Background: an optimization exercise with open tools, aiming at small area and a short achievable clock period. Do not read the settings as production practice.
Function was checked by simulation only, so behaviour that the tests miss may differ from the original.
Power is estimated from default activity; no workload was simulated.

// axis_hdr_insert_top
module axis_hdr_insert_top (
	input          clk,
	input          rst_n,
	input          valid_in,
	input  [127:0] data_in,
	input  [15:0]  keep_in,
	input          last_in,
	output         ready_in,
	output         valid_out,
	output [127:0] data_out,
	output [15:0]  keep_out,
	output         last_out,
	input          ready_out,
	input          valid_insert,
	input  [127:0] data_insert,
	input  [15:0]  keep_insert,
	input  [3:0]   byte_insert_cnt,
	output         ready_insert
);
Settings: LEC_CHECK=0, CAP_MARGIN=0, CORE_MARGIN=2, CORE_UTILIZATION=40, CTS_CLUSTER_DIAMETER=150, CTS_CLUSTER_SIZE=25, SETUP_SLACK_MARGIN=4.4, SLEW_MARGIN=0; clock period 7.0 ns.
standard.sh (not shown) runs the stock make flow with config.mk's settings and CLKGATE_MAP_FILE= SYNTH_SCRIPT=/design/flow/synth_recipe.tcl, a recipe that flattens the netlist after the stock synthesis.
==> flow/flow/run.sh <==
#!/bin/bash
# Standard ORFS layout (the standard.sh), except that the port buffers that
# global placement inserts on every input and output use a plain buffer cell.
set -euo pipefail
bash standard.sh "BUFFER_PORTS_ARGS=-buffer_cell sky130_fd_sc_hd__buf_1" finish > standard.log 2>&1
Change:
==> flow/flow/run.sh (replaced) <==
#!/bin/bash
# Standard ORFS layout (the standard.sh), except that the port buffers that
# global placement inserts on every input and output use a plain buffer cell.
set -euo pipefail
bash standard.sh "BUFFER_PORTS_ARGS=-buffer_cell sky130_fd_sc_hd__buf_2" finish > standard.log 2>&1
CAP_MARGIN = 20   (was 0)
CORE_UTILIZATION = 60   (was 40)
PLACE_DENSITY = 0.72   (was default)
SLEW_MARGIN = 20   (was 0)
Result:
- The new run completed without violations
- clock skew is about the same
- total power climbs by 0.66%
- combinational power rises by about 2%
Change:
==> flow/flow/run.sh (replaced) <==
#!/bin/bash
# Standard ORFS layout (the standard.sh), except that the port buffers that
# global placement inserts on every input and output use a plain buffer cell.
set -euo pipefail
bash standard.sh "BUFFER_PORTS_ARGS=-buffer_cell sky130_fd_sc_hd__buf_1" finish > standard.log 2>&1
CORE_UTILIZATION = 40   (was 60)
PLACE_DENSITY = default   (was 0.72)
SETUP_SLACK_MARGIN = 4.45   (was 4.4)
TNS_END_PERCENT = 20   (was default)
- total power rises slightly
- cell count rises by roughly a tenth
- global-route usage falls by 9.5 points
- core utilization falls by 23 points
- routed wire length rises by roughly a tenth
Change:
==> flow/flow/run.sh (replaced) <==
#!/bin/bash
# Standard ORFS layout (the standard.sh), except that the port buffers that
# global placement inserts on every input and output use a plain buffer cell.
set -euo pipefail
bash standard.sh "BUFFER_PORTS_ARGS=-buffer_cell sky130_fd_sc_hd__buf_2" finish > standard.log 2>&1
CTS_BUF_LIST = sky130_fd_sc_hd__clkbuf_8   (was default)
CTS_CLUSTER_DIAMETER = default   (was 150)
CTS_CLUSTER_SIZE = default   (was 25)
SETUP_SLACK_MARGIN = 4.5   (was 4.45)
TNS_END_PERCENT = default   (was 20)
Result: Die area is unchanged. Cell area increases by 9.3%. Global-route usage increases by 0.45 points.
Change:
CTS_BUF_LIST = default   (was sky130_fd_sc_hd__clkbuf_8)
CTS_CLUSTER_DIAMETER = 110   (was default)
CTS_CLUSTER_SIZE = 30   (was default)
SETUP_SLACK_MARGIN = 4.4   (was 4.5)
Effect: The new run went through all stages and came out clean. Via count decreases by a few percent. Critical path depth increases by 3. Non-clock buffer count decreases by 94. Count of clock-buffer cells in the layout decreases by 67. Cell area decreases by a little under a tenth. Wire length decreases slightly. Total power decreases by roughly a tenth. Area after synthesis stays the same.
Change:
==> flow/flow/run.sh (replaced) <==
#!/bin/bash
# Standard ORFS layout (the standard.sh), except that the port buffers that
# global placement inserts on every input and output use a plain buffer cell.
set -euo pipefail
bash standard.sh "BUFFER_PORTS_ARGS=-buffer_cell sky130_fd_sc_hd__buf_1" finish > standard.log 2>&1
CTS_CLUSTER_DIAMETER = 150   (was 110)
CTS_CLUSTER_SIZE = 25   (was 30)
Outcome:
- setup slack gets better by 0.064 ns
- cell count rose by 0.34%
- worst hold slack gets better by 0.014 ns
- routed wire length rose by 0.58%
- final area fell by 1.6%
- clock power rose by about 10%
- area after synthesis stays the same

========
axis_hdr_insert_top again, from the RTL that the note above started with.
clock: 7.0 ns
lec_check: 0
cap_margin: 20
core_margin: 2
core_utilization: 40
cts_cluster_diameter: 150
cts_cluster_size: 30
setup_slack_margin: 4.4
slew_margin: 20
==> flow/flow/run.sh <==
#!/bin/bash
# Standard ORFS layout (the standard.sh), except that the port buffers that
# global placement inserts on every input and output use a plain buffer cell.
set -euo pipefail
bash standard.sh "BUFFER_PORTS_ARGS=-buffer_cell sky130_fd_sc_hd__buf_2" finish > standard.log 2>&1
The starting point passed the timing, design-rule and antenna checks.
Change:
--- a/flow/flow/run.sh
+++ b/flow/flow/run.sh
@@ -4,2 +4,2 @@
 set -euo pipefail
-bash standard.sh "BUFFER_PORTS_ARGS=-buffer_cell sky130_fd_sc_hd__buf_2" finish > standard.log 2>&1
+bash standard.sh "BUFFER_PORTS_ARGS=-buffer_cell sky130_fd_sc_hd__buf_1" finish > standard.log 2>&1
--- a/flow/config.mk
+++ b/flow/config.mk
@@ -11,3 +11,4 @@
 export CTS_CLUSTER_DIAMETER = 150
-export CTS_CLUSTER_SIZE = 30
+export CTS_CLUSTER_SIZE = 25
+export GPL_ROUTABILITY_DRIVEN = 0
 export SETUP_SLACK_MARGIN = 4.4
Total power drops by 1.9%.
Cell area drops by 2.1%.
Die area stays the same.
Change:
--- a/flow/config.mk
+++ b/flow/config.mk
@@ -7,3 +7,3 @@
 export LEC_CHECK = 0
-export CAP_MARGIN = 20
+export CAP_MARGIN = 0
 export CORE_MARGIN = 2
@@ -12,4 +12,3 @@
 export CTS_CLUSTER_SIZE = 25
-export GPL_ROUTABILITY_DRIVEN = 0
-export SETUP_SLACK_MARGIN = 4.4
-export SLEW_MARGIN = 20
+export SETUP_SLACK_MARGIN = 4.45
+export SLEW_MARGIN = 0
After rerunning:
- maximum frequency shrinks by 0.43%
- sequential power is about the same
- global-route usage grows by 0.55 points
- clock-buffer cell count grows by 2
- final cell count grows by 1.6%
- area after synthesis does not change
- combinational power grows by 7.3%
Change:
--- a/flow/config.mk
+++ b/flow/config.mk
@@ -7,3 +7,3 @@
 export LEC_CHECK = 0
-export CAP_MARGIN = 0
+export CAP_MARGIN = 20
 export CORE_MARGIN = 2
@@ -13,2 +13,2 @@
 export SETUP_SLACK_MARGIN = 4.45
-export SLEW_MARGIN = 0
+export SLEW_MARGIN = 20
The changed run completed without violations.
Cell area stays the same.
Worst hold slack stays the same.
Clock-buffer cell count stays the same.
Non-clock buffer count does not change.
Setup slack is unchanged.
Die area does not change.
Utilization stays the same.
Global-route usage does not change.
Clock power barely changes.

========
== job 1481 ==
axis_hdr_insert_top, a different RTL version from the one above (not shown whole).
Size in the first run: about 450 flip-flops, roughly 450 I/O pins.
make LEC_CHECK=0 CAP_MARGIN=20 CORE_MARGIN=2 CORE_UTILIZATION=40 SETUP_SLACK_MARGIN=4.3 SLEW_MARGIN=20 finish   # period 7.0 ns
run.sh (not shown) runs the stock make flow with config.mk's settings and CLKGATE_MAP_FILE= SYNTH_SCRIPT=/design/flow/synth_recipe.tcl, a recipe that flattens the netlist after the stock synthesis.
Stock flow here: none of the scripts above is used.
Job 1481 ran to completion and came out clean on the timing, design-rule and antenna checks.
What job 213 does differently from job 1481 at the input level:
# job 1481
export LEC_CHECK = 0
export CAP_MARGIN = 20
export CORE_MARGIN = 2
export CORE_UTILIZATION = 40
export SETUP_SLACK_MARGIN = 4.3
export SLEW_MARGIN = 20
create_clock -name core_clock -period 7.0 [get_ports {clk}]
# job 213
export LEC_CHECK = 0
export CAP_MARGIN = 20
export CORE_MARGIN = 2
export CORE_UTILIZATION = 40
export SLEW_MARGIN = 20
create_clock -name core_clock -period 7.0 [get_ports {clk}]
==> flow/flow/run.sh (new file) <==
#!/bin/bash
# Standard ORFS layout (the standard.sh), except that the port buffers that
# global placement inserts on every input and output use a plain buffer cell.
set -euo pipefail
bash standard.sh "BUFFER_PORTS_ARGS=-buffer_cell sky130_fd_sc_hd__buf_2" finish > standard.log 2>&1
==> flow/standard.sh (new file) <==
#!/bin/bash
# synth_recipe.tcl (not shown) runs the flow's synth.tcl, then flattens the netlist and writes it again
# the make line also repeats each setting of config.mk as NAME=value (left out here)
make -C /OpenROAD-flow-scripts/flow DESIGN_CONFIG=/design/flow/config.mk WORK_HOME=/design/flow/orfs CLKGATE_MAP_FILE= SYNTH_SCRIPT=/design/flow/synth_recipe.tcl "${@:-finish}"
removed: flow/run.sh
Results
- Having completed the whole flow, job 213 delivered a layout that passed the timing, design-rule and antenna checks.
- Synthesized net count: job 1481 vs job 213 identical
- A startpoint of the most critical setup path of keep_insert[15] is what job 1481 shows, while u_core.r_nhdr[1]$_DFFE_PP_ belongs to job 213.
- Compared with job 1481, job 213 shows a lower non-clock buffer count.
- Number of slew-limit violations in the final report: job 1481 vs job 213 identical
- In job 213 relative to job 1481, wire length had gone down by a little under 10%.
- | global-route wire length before repair | job 213 vs job 1481 | better |
- Of the two candidates, job 1481 has the worse power and job 213 the better one.
- Clock network power share in job 213 vs job 1481: up 1.5 points
Setup changes, job 213 to job 338
# job 213
export LEC_CHECK = 0
export CAP_MARGIN = 20
export CORE_MARGIN = 2
export CORE_UTILIZATION = 40
export SLEW_MARGIN = 20
create_clock -name core_clock -period 7.0 [get_ports {clk}]
# job 338
export LEC_CHECK = 0
export CAP_MARGIN = 20
export CORE_MARGIN = 2
export CORE_UTILIZATION = 40
export SETUP_SLACK_MARGIN = 3.8
export SLEW_MARGIN = 20
create_clock -name core_clock -period 7.0 [get_ports {clk}]
Sequential cell fraction of total power: job 338 > job 213
Looking at the reports, job 338 completed the entire flow and the layout it produced met the timing, design-rule and antenna checks.
Delta (job 338 minus job 213): routed wire length went up about 0.9%, post-route cell area went up 440 µm².
Job 338 against job 213: clock buffer count -11, clock-pin slew on the worst setup and hold paths held steady.
diff inputs: job 338 => job 9679
# job 338
export LEC_CHECK = 0
export CAP_MARGIN = 20
export CORE_MARGIN = 2
export CORE_UTILIZATION = 40
export SETUP_SLACK_MARGIN = 3.8
export SLEW_MARGIN = 20
create_clock -name core_clock -period 7.0 [get_ports {clk}]
# job 9679
export LEC_CHECK = 0
export CAP_MARGIN = 20
export CORE_MARGIN = 2
export CORE_UTILIZATION = 40
export SLEW_MARGIN = 20
create_clock -name core_clock -period 7.0 [get_ports {clk}]
==> flow/run.sh (new file) <==
#!/bin/bash
# synth_recipe.tcl (not shown) runs the flow's synth.tcl, then flattens the netlist and writes it again
# the make line also repeats each setting of config.mk as NAME=value (left out here)
make -C /OpenROAD-flow-scripts/flow DESIGN_CONFIG=/design/flow/config.mk WORK_HOME=/design/flow/orfs CLKGATE_MAP_FILE= SYNTH_SCRIPT=/design/flow/synth_recipe.tcl finish
removed: flow/flow/run.sh
removed: flow/standard.sh
[summary]
In job 9679 the number of non-clock buffers turned out 2.5% lower than in job 338.
Row final weighted congestion in routability-driven placement: job 9679 higher / job 338 lower
Changes observed in job 9679 relative to job 338: register-to-register slack now smaller, routed wire length now smaller, internal portion of total power now larger.
Every run (job 9679 and job 338) finished clean.

re-timing with driven ports:
The results above use ideal ports. As a check the final layouts listed here were re-extracted and re-timed, cells and wires unchanged.
Step 1, drivers: a clkbuf_16 drives clk and a buf_2 each remaining input, both assumed.
Step 2 also shifts input and output timing later by t, the mid clock arrival at the registers, as if the neighbouring blocks saw the same clock.
Slacks: ideal ports / drivers / drivers and shift; pairs: ideal ports / drivers.
run	t (ns)	slack for setup (ns)	clock arrival spread, ns	worst register clock-pin slew, ns	worst data-port slew with drivers (ns)
the first run of note 1	0.627	4.400 / 4.364 / 3.901	0.033 / 0.033	0.10 / 0.10	0.06
the second run of note 1	0.623	4.386 / 4.366 / 3.908	0.023 / 0.024	0.10 / 0.10	0.04
the third run of note 1	0.637	4.358 / 4.325 / 3.863	0.040 / 0.040	0.11 / 0.11	0.06
the fourth run of note 1	0.705	4.356 / 4.301 / 3.845	0.043 / 0.044	0.07 / 0.07	0.05
the fifth run of note 1	0.616	4.339 / 4.339 / 3.847	0.034 / 0.034	0.12 / 0.12	0.06
the sixth run of note 1	0.639	4.403 / 4.348 / 3.914	0.023 / 0.023	0.11 / 0.11	0.05
the first run of note 2	0.619	4.362 / 4.335 / 3.893	0.029 / 0.029	0.12 / 0.12	0.06
the second run of note 2	0.636	4.404 / 4.351 / 3.887	0.036 / 0.036	0.12 / 0.12	0.06
the third run of note 2	0.634	4.392 / 4.335 / 3.916	0.036 / 0.036	0.11 / 0.11	0.04
the fourth run of note 2	0.634	4.392 / 4.335 / 3.916	0.036 / 0.036	0.11 / 0.11	0.04
job 1481	0.650	3.801 / 3.787 / 3.137	0.022 / 0.022	0.07 / 0.07	0.08
job 213	0.654	3.126 / 3.126 / 2.862	0.025 / 0.026	0.07 / 0.07	0.06
job 338	0.666	3.738 / 3.738 / 3.191	0.025 / 0.026	0.07 / 0.07	0.07
job 9679	0.653	3.109 / 3.131 / 2.478	0.033 / 0.033	0.07 / 0.07	0.07
After both steps every run listed still meets setup and hold. The setup slack of job 1481, which loses most, moves by -0.014 ns with the drivers and by -0.664 ns with both steps.
